From an optimization exercise on the open Yosys and OpenROAD flow, aimed at small area; shortcuts taken in it are not production practice.
In this exercise RTL edits were held to simulation tests only and were not proved equivalent to the original.
No activity file was given, so power comes from the tool's default toggle rates.

==> design.v <==
module debouncer
(
	input 		noisy,
	input 		clock,
	output reg 	debounced
);
reg       last;
reg [2:0] run;    
always @ (posedge clock)
begin
	last <= noisy;
	if (noisy != last)
		run <= 3'd0;
	else if (run != 3'd7)
		run <= run + 3'd1;
	if (run == 3'd7)
		debounced <= ~last;
end
endmodule
module RXMajority3Filter
(
	input clockIN,
	input rxIN,
	output wire rxOUT
);
reg [2:0] rxLock;
assign rxOUT = (rxLock[0] & rxLock[1]) | (rxLock[0] & rxLock[2]) | (rxLock[1] & rxLock[2]);
always @(posedge clockIN)
begin
	rxLock <= {rxIN, rxLock[2:1]};
end
endmodule
module UART_RX
#(
	parameter CLOCK_FREQUENCY = 50_000_000,
	parameter BAUD_RATE       = 921600
)
(
	input  clockIN,
	input  RxResetIN,
	input  rxIN,
	output wire rxFireOUT,
	output wire [7:0] rxDataOUT
);
localparam HALF_BAUD_CLK_REG_VALUE = (CLOCK_FREQUENCY / BAUD_RATE / 2 - 1);
localparam HALF_BAUD_CLK_REG_SIZE  = $clog2(HALF_BAUD_CLK_REG_VALUE);
reg [HALF_BAUD_CLK_REG_SIZE-1:0] rxClkCounter;
reg rxBaudClk;
reg [9:0] rxReg;
wire rx;
wire rxIdle = ~rxReg[0];
wire rxBaudTick = ~(rx & rxIdle) & (rxClkCounter == 0) & ~rxBaudClk;
assign rxFireOUT = rxReg[9] & rxIdle & rxBaudClk & (rxClkCounter == HALF_BAUD_CLK_REG_VALUE);
assign rxDataOUT = rxReg[8:1];
RXMajority3Filter rxFilter
(
	.clockIN(clockIN),
	.rxIN(rxIN),
	.rxOUT(rx)
);
always @(posedge clockIN)
begin
	if(rx & rxIdle)
	begin
		rxClkCounter <= HALF_BAUD_CLK_REG_VALUE;
		rxBaudClk    <= 0;
	end
	else if(rxClkCounter == 0)
	begin
		rxClkCounter <= HALF_BAUD_CLK_REG_VALUE;
		rxBaudClk    <= ~rxBaudClk;
	end
	else
		rxClkCounter <= rxClkCounter - 1'b1;
end
always @(posedge clockIN)
begin
	if(RxResetIN)
		rxReg <= 10'h000;
	else if(rxBaudTick)
	begin
		if(~rxIdle)
			rxReg <= {rx, rxReg[9:1]};
		else if(~rx)
			rxReg <= 10'h1FF;
	end
end
endmodule
module LedDataSelector
(
	input wire clock,
	input wire reset,
	input wire [7:0] UART_Rx,
	input wire UART_RxFire,
	output reg        wr,
	output reg        addr31,
	output reg [2:0]  addr,
	output reg [7:0]  red,
	output reg [7:0]  green,
	output reg [7:0]  blue,
	output reg [7:0]  white
);
reg [2:0] byte_idx;
always @(posedge clock)
begin
	wr <= UART_RxFire & (byte_idx == 3'd7) & ~reset;
	if (reset)
		byte_idx <= 3'd0;
	else if (UART_RxFire)
	begin
		byte_idx <= byte_idx + 3'd1;
		case (byte_idx)
		3'd0: addr   <= UART_Rx[2:0];
		3'd3: addr31 <= UART_Rx[7];
		3'd4: red    <= UART_Rx;
		3'd5: green  <= UART_Rx;
		3'd6: blue   <= UART_Rx;
		3'd7: white  <= UART_Rx;
		default: ;
		endcase
	end
end
endmodule
module RAM_2P
#(
	parameter WIDTH = 32
)
(
	input clock,
	input reset,
	input we,                     
	input [1:0] waddr,
	input [WIDTH-1:0] wdata,      
	input [1:0] rd_led,           
	input [4:0] rd_idx,           
	input win,                    
	input led_end,                
	output rd_bit
);
reg [WIDTH-1:0] ram [0:3];
reg pend;
wire blk    = we & win & ~led_end & ~reset & (waddr == rd_led);
wire commit = pend & (~win | led_end | reset);
always @(posedge clock)
	pend <= blk | (pend & ~commit);
genvar k;
generate
for (k = 0; k < 4; k = k + 1) begin : g_ent
	always @(posedge clock)
		if ((we & ~blk & (waddr == k)) | (commit & (rd_led == k)))
			ram[k] <= wdata;
end
endgenerate
wire [WIDTH-1:0] cur = ram[rd_led];
assign rd_bit = cur[rd_idx];
endmodule
module WS2812
#(
	parameter NBITS = 24,
	parameter [5:0] T_CNT = 6'd35,   
	parameter [4:0] T_IDX = 5'd8,
	parameter [1:0] T_LED = 2'd0,
	parameter [2:0] T_EXT = 3'd6
)
(
	input wire clock,
	input wire reset,
	input wire bit_val,
	output reg [1:0] led,
	output reg [4:0] idx,
	output wire win,
	output wire led_end,
	output reg ws_data
);
reg gap, pre;
reg [5:0] cnt;
reg [2:0] ext;
wire bit_end = ~pre & (cnt == 6'd62);
wire col_end = bit_end & (idx[2:0] == 3'd7);
wire led_last = col_end & (idx == NBITS - 1);
wire term = gap & ~pre & (cnt == T_CNT) & (idx == T_IDX) & (led == T_LED) & (ext == T_EXT);
assign win = ~gap & (~pre | (cnt >= 6'd61));
assign led_end = led_last & ~gap;
always @(posedge clock)
begin
	if (reset)
	begin
		ws_data <= 1'b0;
		gap <= 1'b0;
		pre <= 1'b1;
		cnt <= 6'd50;
		idx <= 5'd0;
		led <= 2'd0;
	end
	else
	begin
		ws_data <= ~gap & ~pre & (bit_val ? (cnt < 6'd56) : (cnt < 6'd22));
		if (term)
		begin
			gap <= 1'b0;
			pre <= 1'b1;
			cnt <= 6'd51;
			idx <= 5'd0;
			led <= 2'd0;
		end
		else if (pre)
		begin
			cnt <= cnt + 6'd1;
			if (cnt == 6'd62)
				pre <= 1'b0;
		end
		else if (led_last)
		begin
			idx <= 5'd0;
			led <= led + 2'd1;
			pre <= 1'b1;
			cnt <= 6'd51;
			if (led == 2'd3)
			begin
				gap <= 1'b1;
				ext <= gap ? ext + 3'd1 : 3'd0;
			end
		end
		else if (col_end)
		begin
			idx <= idx + 5'd1;
			cnt <= 6'd63;
		end
		else if (bit_end)
		begin
			idx <= idx + 5'd1;
			cnt <= 6'd0;
		end
		else
			cnt <= cnt + 6'd1;
	end
end
endmodule
module SK6812RGBW
(
	input wire clock,
	input wire reset,
	input wire bit_val,
	output wire [1:0] led,
	output wire [4:0] idx,
	output wire win,
	output wire led_end,
	output wire ws_data
);
WS2812 #(.NBITS(32), .T_CNT(6'd44), .T_IDX(5'd9), .T_LED(2'd2), .T_EXT(3'd4)) ser
(
	.clock(clock),
	.reset(reset),
	.bit_val(bit_val),
	.led(led),
	.idx(idx),
	.win(win),
	.led_end(led_end),
	.ws_data(ws_data)
);
endmodule
module C10LP_TOP
(
	input SYS_CLK50M,
	input USER_PB0,
	input GPIO1,
	output ARDUINO_IO12,
	output ARDUINO_IO13
);
wire reset;
wire [7:0] uart_rx;
wire uart_rx_fire;
wire wr, addr31;
wire [2:0] addr;
wire [7:0] red, green, blue, white;
wire [31:0] grbw = {green, red, blue, white};
wire [31:0] tx_data;
genvar i;
generate
for (i = 0; i < 32; i = i + 1) begin : g_rev
	assign tx_data[i] = grbw[31 - i];
end
endgenerate
wire [1:0] ws_led, sk_led;
wire [4:0] ws_idx, sk_idx;
wire ws_win, sk_win, ws_led_end, sk_led_end, ws_bit, sk_bit;
debouncer db
(
	.noisy(USER_PB0),
	.clock(SYS_CLK50M),
	.debounced(reset)
);
UART_RX uart_rx_i
(
	.clockIN(SYS_CLK50M),
	.RxResetIN(reset),
	.rxIN(GPIO1),
	.rxFireOUT(uart_rx_fire),
	.rxDataOUT(uart_rx)
);
LedDataSelector lds
(
	.clock(SYS_CLK50M),
	.reset(reset),
	.UART_Rx(uart_rx),
	.UART_RxFire(uart_rx_fire),
	.wr(wr),
	.addr31(addr31),
	.addr(addr),
	.red(red),
	.green(green),
	.blue(blue),
	.white(white)
);
RAM_2P #(.WIDTH(24)) ram_ws
(
	.clock(SYS_CLK50M),
	.reset(reset),
	.we(wr & ~addr31 & ~addr[2]),
	.waddr(addr[1:0]),
	.wdata(tx_data[23:0]),
	.rd_led(ws_led),
	.rd_idx(ws_idx),
	.win(ws_win),
	.led_end(ws_led_end),
	.rd_bit(ws_bit)
);
RAM_2P #(.WIDTH(32)) ram_sk
(
	.clock(SYS_CLK50M),
	.reset(reset),
	.we(wr & addr31 & ~addr[2]),
	.waddr(addr[1:0]),
	.wdata(tx_data),
	.rd_led(sk_led),
	.rd_idx(sk_idx),
	.win(sk_win),
	.led_end(sk_led_end),
	.rd_bit(sk_bit)
);
WS2812 ws
(
	.clock(SYS_CLK50M),
	.reset(reset),
	.bit_val(ws_bit),
	.led(ws_led),
	.idx(ws_idx),
	.win(ws_win),
	.led_end(ws_led_end),
	.ws_data(ARDUINO_IO12)
);
SK6812RGBW sk
(
	.clock(SYS_CLK50M),
	.reset(reset),
	.bit_val(sk_bit),
	.led(sk_led),
	.idx(sk_idx),
	.win(sk_win),
	.led_end(sk_led_end),
	.ws_data(ARDUINO_IO13)
);
endmodule
==> run.sh <==
#!/bin/bash
# synth_recipe.tcl (not shown) runs the flow's synth.tcl, then flattens the netlist and writes it again
# the make line also repeats each setting of config.mk as NAME=value (left out here)
make -C /OpenROAD-flow-scripts/flow DESIGN_CONFIG=/design/flow/config.mk WORK_HOME=/design/flow/orfs CLKGATE_MAP_FILE= SYNTH_SCRIPT=/design/flow/synth_recipe.tcl finish
==> config.mk <==
export PLATFORM = sky130hd
export DESIGN_NAME = C10LP_TOP
export DESIGN_NICKNAME = C10LP_TOP
export VERILOG_FILES = /design/flow/design.v
export SDC_FILE = /design/flow/constraint.sdc
export NUM_CORES = 4
export LEC_CHECK = 0
export CAP_MARGIN = 20
export CORE_MARGIN = 2
export CORE_UTILIZATION = 40
export SLEW_MARGIN = 20
==> constraint.sdc <==
create_clock -name core_clock -period 20.0 [get_ports {SYS_CLK50M}]
set_input_delay 4.0000 -clock core_clock [delete_from_list [all_inputs] [get_ports {SYS_CLK50M}]]
set_output_delay 4.0000 -clock core_clock [all_outputs]
set_load 0.01 [all_outputs]
==> impl_metrics.ini <==
[clock_network]
cts-root-to-sink-buffers = 3
clk-insertion-delay-late_ns = 0.51
cts_tree = done
holdBufCountCts = 0
clk_pin_slew_ns = 0.06
cts.htree.levels = 2
cts_buffers = 34
postCtsSetupBuffers = 0
clk_root_buffer_cell = sky130_fd_sc_hd__clkbuf_16
numClockSinks = 328
post_cts_resized = 0

[sta]
relSlewSlack = 0.1838
worst_slew_pin_slew_ns = 1.214
finalSetupViolations = 0
grt_setup_unrepaired = false
fin_tns_setup_ns = 0
report.final.slew_viol_count = 0
hold_viol_final = 0
min_period_over_period = 0.2678
max_clock_freq_mhz = 186.7
skew_ns = 0.01726
fin_crit_ns = 5.356

[placed_design]
place_hpwl_mm = 16.88
globalplace.congestion = 0.7852
io_buffer_count = 4

[cells_and_area]
layout-drive-gt1-share = 0.1072
area.growth.synth_to_final_pct = 13.67
final_common_cell = sky130_fd_sc_hd__edfxtp_1
antenna_cells_inserted = 0
final_util = 0.4601
finish.net_count = 931
mostFrequentLayoutCells = 267 x sky130_fd_sc_hd__edfxtp_1, 61 x sky130_fd_sc_hd__dfxtp_1, 59 x sky130_fd_sc_hd__nor2_1
n_fill_cell = 2845

[logic_synthesis]
synth-edff-count = 267
synthesis.instances = 880
synth_warnings = 10
mappedNetlistNets = 923
synthesis.area_per_instance_um2 = 14.89
ys.flop_type = sky130_fd_sc_hd__edfxtp_1
synth.lib_cells_used.distinct = 63
asyncSetResetFlopFracSynth = 0
synth_area_mm2 = 0.01310
proportion_of_synthesized_chip_area_in_sequential_cells = 0.7051
ys_ff_latch = 328

[critical_path]
crit_arrival_ns = 1.36
crit_required_ns = 16.00
path_max_fanout = 1
crit_family = buffers and inverters
end_kind = primary output
critPathKind = reg2out
timing.critical_path.cells = clkdlybuf4s50_1
critPathBufInv = 1
critical_path.slowest_cell = sky130_fd_sc_hd__clkdlybuf4s50_1
sort_of_element_at_the_start_of_the_critical_path = flip-flop
delay_contributed_by_the_slowest_stage_of_the_critical_path_ns = 0.53

[floorplanning]
ioPinCount = 5
core_area_mm2 = 0.03237
initial_core_utilization = 0.4048
placementRows = 66
die_area_mm2 = 0.03422
chip_height_um = 185.0
die_width_um = 185.0

[pwr]
power.static_leakage_nw = 4.843
pwr_density_cell_mw_per_mm2 = 94.14
ir_worst_vdd_uv = 65.73

[routing]
routed-via-count = 7420
drc = 0
drt_first_pass_iters = 8
drt_wl_total_mm = 27.56
avgViaCountPerCell = 5.472
final_antenna_net_count = 0
dr.first_iter.drc_count = 769
detail_route.wl_per_cell_um = 20.33

[global_route]
antenna_found_initial = 0
overflow = 0
grt_pass1_vias = 7430
grt_first_pass_wirelength_mm = 43.63
grt_start_max_net_pins = 34
grt_use_total = 0.1662

[worst_hold_path]
min_path_type = reg2reg

[run]
max_cap_violations = 0

[run_status]
run_status = timing/DRC/antenna clean
## synthesized netlist by cell type, types with 4 or more instances
master,instances,area [µm²]
sky130_fd_sc_hd__mux4_2,14,315.3
sky130_fd_sc_hd__buf_2,23,115.1
sky130_fd_sc_hd__or2_2,4,25.02
sky130_fd_sc_hd__o21ai_0,9,45.04
sky130_fd_sc_hd__nor2b_1,14,87.58
sky130_fd_sc_hd__and2_1,8,50.05
sky130_fd_sc_hd__nand2_1,56,210.2
sky130_fd_sc_hd__nand3_1,28,140.1
sky130_fd_sc_hd__edfxtp_1,267,8018
sky130_fd_sc_hd__clkbuf_1,15,56.30
sky130_fd_sc_hd__a22oi_1,16,120.1
sky130_fd_sc_hd__a211oi_1,14,105.1
sky130_fd_sc_hd__o22ai_1,4,25.02
sky130_fd_sc_hd__mux2i_1,16,160.2
sky130_fd_sc_hd__xnor2_1,14,122.6
sky130_fd_sc_hd__nand2b_1,6,37.54
sky130_fd_sc_hd__a21oi_1,25,125.1
sky130_fd_sc_hd__o2111ai_1,5,43.79
sky130_fd_sc_hd__ha_1,40,500.5
sky130_fd_sc_hd__inv_1,23,86.33
sky130_fd_sc_hd__and3_1,9,56.30
sky130_fd_sc_hd__dfxtp_1,61,1221
sky130_fd_sc_hd__nor3_1,21,105.1
sky130_fd_sc_hd__a222oi_1,40,400.4
sky130_fd_sc_hd__o211ai_1,4,30.03
sky130_fd_sc_hd__nor2_1,59,221.5
sky130_fd_sc_hd__o21bai_1,5,37.54
sky130_fd_sc_hd__nand4_1,13,81.33
sky130_fd_sc_hd__xor2_1,11,96.34
## path summary, 6_finish.rpt
kind                                             start                                   end  slack (ns)  depth (start not counted)
hold / removal    uart_rx_i.rxFilter.rxLock[1]$_DFF_P_  uart_rx_i.rxFilter.rxLock[0]$_DFF_P_        0.36                          0
setup reg to reg            sk.ser.idx[1]$_SDFFE_PP0P_            ram_sk.ram[3][0]$_DFFE_PP_       16.52                          9
hold reg to reg   uart_rx_i.rxFilter.rxLock[1]$_DFF_P_  uart_rx_i.rxFilter.rxLock[0]$_DFF_P_        0.36                          0
setup / recovery             sk.ser.ws_data$_SDFF_PP0_                          ARDUINO_IO13       14.64                          1
## metrics by stage
stage	hold slack [ns]	total power [W]	instances	worst slack [ns]	instance area (µm²)
final	0.3577	0.001402	1356	14.64	14890
after global routing	0.3608	0.001441	1356	14.60	14890
after CTS	0.3579	0.001413	1353	14.62	14810
after detailed placement	0.3435	0.0007589	1291	15.05	13640
after global placement	0.3398	0.0007585	1291	15.08	13640
after floorplan	0.3344	0.0007562	880	15.63	13100
## state kept, by name (all words and copies together) (netlist names), 2 cells and up
signal / count
lds.blue: 8
lds.red: 8
lds.byte_idx: 3
sk.ser.led: 2
ram_ws.ram: 96
ws.led: 2
ws.idx: 5
lds.green: 8
uart_rx_i.rxReg: 10
uart_rx_i.rxFilter.rxLock: 3
uart_rx_i.rxClkCounter: 5
lds.addr: 3
lds.white: 8
ws.cnt: 6
sk.ser.idx: 5
sk.ser.cnt: 6
db.run: 3
sk.ser.ext: 3
ws.ext: 3
ram_sk.ram: 128
## cells by family (layout without fill, tap and decap cells)
family | after synthesis | in the layout | share of synthesized area
compound gates | 142 | 142 | 0.08451
mux | 31 | 31 | 0.03715
xor+xnor | 25 | 25 | 0.01671
fa+ha+maj | 41 | 41 | 0.03896
simple gates | 240 | 240 | 0.09110
flops | 328 | 328 | 0.7051
buf+inv | 73 | 107 | 0.02645
## metal layers
metal | wire (µm) | part of all wire | track usage
met1 | 12530 | 0.45 | 0.2338
met2 | 13220 | 0.48 | 0.2695
met3 | 1229 | 0.045 | 0.02261
met4 | 583 | 0.021 | 0.05048
met5 | 0 | 0 | 0
## report_power, final
part,internal (W),leakage [nW],switching [W]
Clock,0.000400,0.559,0.000258
Sequential,0.000731,2.91,0.00000290
Combinational,0.00000517,1.37,0.00000521
Total,0.00114,4.84,0.000266
## final cells by class
type | instances | area (µm²) | area share
clock buffers | 47 | 993.5 | 0.06670
inverters | 26 | 97.59 | 0.006552
flip-flops and latches | 328 | 9239 | 0.6203
repair buffers | 19 | 212.7 | 0.01428
well taps | 442 | 553.0 | 0.03713
clock inverters | 15 | 178.9 | 0.01201
multi-input cells | 479 | 3620 | 0.2430

==> what the ideal ports hide <==
In the flow no input, the clock included, has a driving cell. The finished layout below was timed again as built, in two steps.
Step 1: set_driving_cell puts a clkbuf_16 on SYS_CLK50M and a buf_2 on each other input, an assumption about the parent block.
Step 2, shift: input delay + t, output delay - t, t = (earliest + latest rising clock arrival at the registers) / 2. This alone moves slack from input paths to output paths.
a / b / c = ideal / step 1 / step 2; a / b = the first two.
shift t [ns]: 0.554
slack for setup (ns): 14.644 / 14.593 / 15.031
worst setup path after step 2: input to register
cell pins on the clock port's net: 1
After both steps this run still meets setup and hold. For this run, drivers alone change the setup slack by -0.051 ns; drivers and shift together by +0.387 ns.
